What follows belongs to an exercise in optimizing a design on an open flow for small area, a short achievable clock period and few clock cycles; a production flow would make more cautious choices.
The RTL was checked by simulation tests, not by an equivalence proof against the original design.
No activity file was given, so power comes from the tool's default toggle rates.

==> flow/design.v (excerpt) <==
module tinymoa_dcim (
    input clk,
    input nrst,
    output reg        mmio_ready,
    input             mmio_write,
    input      [31:0] mmio_wdata,
    input             mmio_read,
    output     [31:0] mmio_rdata,
    input      [5:0]  mmio_addr,
    input      [31:0] mem_rdata,
    output     [31:0] mem_wdata,
    output reg        mem_write,
    output reg        mem_read,
    output reg [9:0]  mem_addr
);
For scale: about 3000 cells after synthesis, about 41000 µm² of cells after synthesis.
clock: 7.5 ns
lec_check: 0
cap_margin: 20
core_margin: 2
core_utilization: 70
cts_cluster_diameter: 200
cts_cluster_size: 28
setup_slack_margin: 4.5
slew_margin: 20
run.sh (not shown) runs the stock make flow with config.mk's settings and CLKGATE_MAP_FILE= SYNTH_SCRIPT=/design/flow/synth_recipe.tcl, a recipe that flattens the netlist after the stock synthesis.
The starting point finished clean.
Testbench counts at the start, summed over its fixed seeds: cycles 17,921.
Then changed:
- CTS_CLUSTER_DIAMETER: 200 -> unset
- CTS_CLUSTER_SIZE: 28 -> unset
- SETUP_SLACK_MARGIN: 4.5 -> 5.0
Outcome:
- area after synthesis is unchanged
- via count increases by about a fifth
- register-to-register slack degrades by 0.03 ns
- setup slack is better by 0.035 ns
- final cell count increases by a little under a tenth
- power goes up by a quarter to a third
- count of clock-buffer cells in the layout rose by 79
- synthesized cell count stays the same
- maximum frequency climbs slightly
Then changed:
- CORE_UTILIZATION: 70 -> 60
- SETUP_SLACK_MARGIN: 5.0 -> 4.5
The changed run ran to the end with no violations.
Core utilization fell by 17 points.
Maximum frequency fell by 1.8%.
Hold slack is worse by 0.017 ns.
Clock skew rose by 0.0093 ns.
Setup slack is worse by 0.056 ns.
Via count fell by 17%.
Design area fell by about 6%.

* * *

Another version of the RTL of tinymoa_dcim (not shown whole).
For scale: ~3,100 cells after synthesis, ~1,400 flip-flops, ~150 I/O pins.
// tinymoa_dcim
module tinymoa_dcim (
    input clk,
    input nrst,
    output reg        mmio_ready,
    input             mmio_write,
    input      [31:0] mmio_wdata,
    input             mmio_read,
    output     [31:0] mmio_rdata,
    input      [5:0]  mmio_addr,
    input      [31:0] mem_rdata,
    output     [31:0] mem_wdata,
    output reg        mem_write,
    output reg        mem_read,
    output reg [9:0]  mem_addr
);
clock: 7.5 ns
lec_check: 0
cap_margin: 20
core_margin: 2
core_utilization: 70
cts_cluster_diameter: 150
cts_cluster_size: 30
setup_slack_margin: 4.85
slew_margin: 20
buffer_ports_args: -buffer_cell sky130_fd_sc_hd__buf_2
standard.sh (not shown) runs the stock make flow with config.mk's settings and CLKGATE_MAP_FILE= SYNTH_SCRIPT=/design/flow/synth_recipe.tcl, a recipe that flattens the netlist after the stock synthesis.
==> flow/flow/run.sh <==
#!/bin/bash
# Layout flow: the standard layout (standard.sh, unchanged scripts and
# settings), except that the port buffers that global placement inserts are
# sky130_fd_sc_hd__buf_2 cells instead of the cell buffer_ports picks by
# default (a delay cell here). Every port still gets its buffer.
set -euo pipefail
echo 'export BUFFER_PORTS_ARGS = -buffer_cell sky130_fd_sc_hd__buf_2' >> config.mk
bash standard.sh > standard.log 2>&1
Testbench counts at the start, summed over its fixed seeds: cycles 17,601.
Edit:
Settings changed: CORE_UTILIZATION 70 to 75, CTS_CLUSTER_DIAMETER 150 to 200, CTS_CLUSTER_SIZE 30 to 25.
- first-iteration DRC count rises by well over a third
- routed wire length is higher by a quarter to a third
- setup slack is worse by 0.18 ns
- die area falls by a few percent
- global-route usage grows by 8.8 points
- register-to-register slack degrades by 0.14 ns
- total power rises by a little under a tenth
Edit:
Settings changed: CORE_UTILIZATION 75 to 70, SETUP_SLACK_MARGIN 4.85 to 4.95.
=>
- final area rose slightly
- maximum frequency increases by a little under a tenth
- combinational power decreases by roughly a tenth
- total power drops by a few percent
- critical path depth shrinks by 5
- utilization shrinks by 4.0 points
- synthesized area does not change
- routed wire length shrinks by about a fifth
Edit:
Settings changed: CAP_MARGIN 20 to 5, SETUP_SLACK_MARGIN 4.95 to 4.85, SLEW_MARGIN 20 to 5.
What happened:
- critical path depth is higher by 7
- worst setup slack loses 0.036 ns
- utilization is lower by 1.5 points
- worst hold slack gains 0.018 ns
- sequential power stays flat
- via count is lower by 0.70%
- final cell count is lower by 0.43%
- maximum frequency is lower by 1.3%
- sequential share of layout area is higher by 1.2 points
- power is lower by 1.9%
- wire length is lower by 2.6%
Edit:
Settings changed: CAP_MARGIN 5 to 20, SETUP_SLACK_MARGIN 4.85 to 4.75, SLEW_MARGIN 5 to 20.
The new run finished with timing, DRC and antenna clean.
Via count rose by 0.30%.
Total power fell by 0.75%.
Worst setup slack gets worse by 0.0081 ns.
Sequential cell count does not change.
Sequential power stays flat.

==> separate check: timing with driven ports <==
In the flow no input, the clock included, has a driving cell. The finished layouts below were timed again as built, in two steps.
Step 1: set_driving_cell puts a clkbuf_16 on clk and a buf_2 on each other input, an assumption about the parent block.
Step 2 moves the port delays by t, midway between the first and last clock arrival at a register: inputs arrive t later, outputs are due t later. That takes back most of the time a late clock gives input paths.
a / b / c = ideal / step 1 / step 2; a / b = the first two.
| run | t, ns | slack for setup (ns) | latest minus earliest clock arrival (ns) | worst slew at a driven data input, ns |
|---|---|---|---|---|
| the first run of note 1 | 0.729 | 4.476 / 4.490 / 3.775 | 0.058 / 0.058 | 0.07 |
| the second run of note 1 | 0.774 | 4.512 / 4.512 / 4.069 | 0.077 / 0.077 | 0.08 |
| the third run of note 1 | 0.736 | 4.456 / 4.484 / 3.755 | 0.073 / 0.073 | 0.08 |
| the first run of note 2 | 0.712 | 4.756 / 4.687 / 4.208 | 0.046 / 0.046 | 0.08 |
| the second run of note 2 | 0.724 | 4.577 / 4.617 / 3.893 | 0.050 / 0.051 | 0.08 |
| the third run of note 2 | 0.701 | 4.811 / 4.745 / 4.244 | 0.045 / 0.045 | 0.07 |
| the fourth run of note 2 | 0.686 | 4.775 / 4.733 / 4.209 | 0.032 / 0.032 | 0.08 |
| the fifth run of note 2 | 0.700 | 4.767 / 4.755 / 4.104 | 0.030 / 0.030 | 0.07 |
After both steps setup and hold are still met in every run listed.
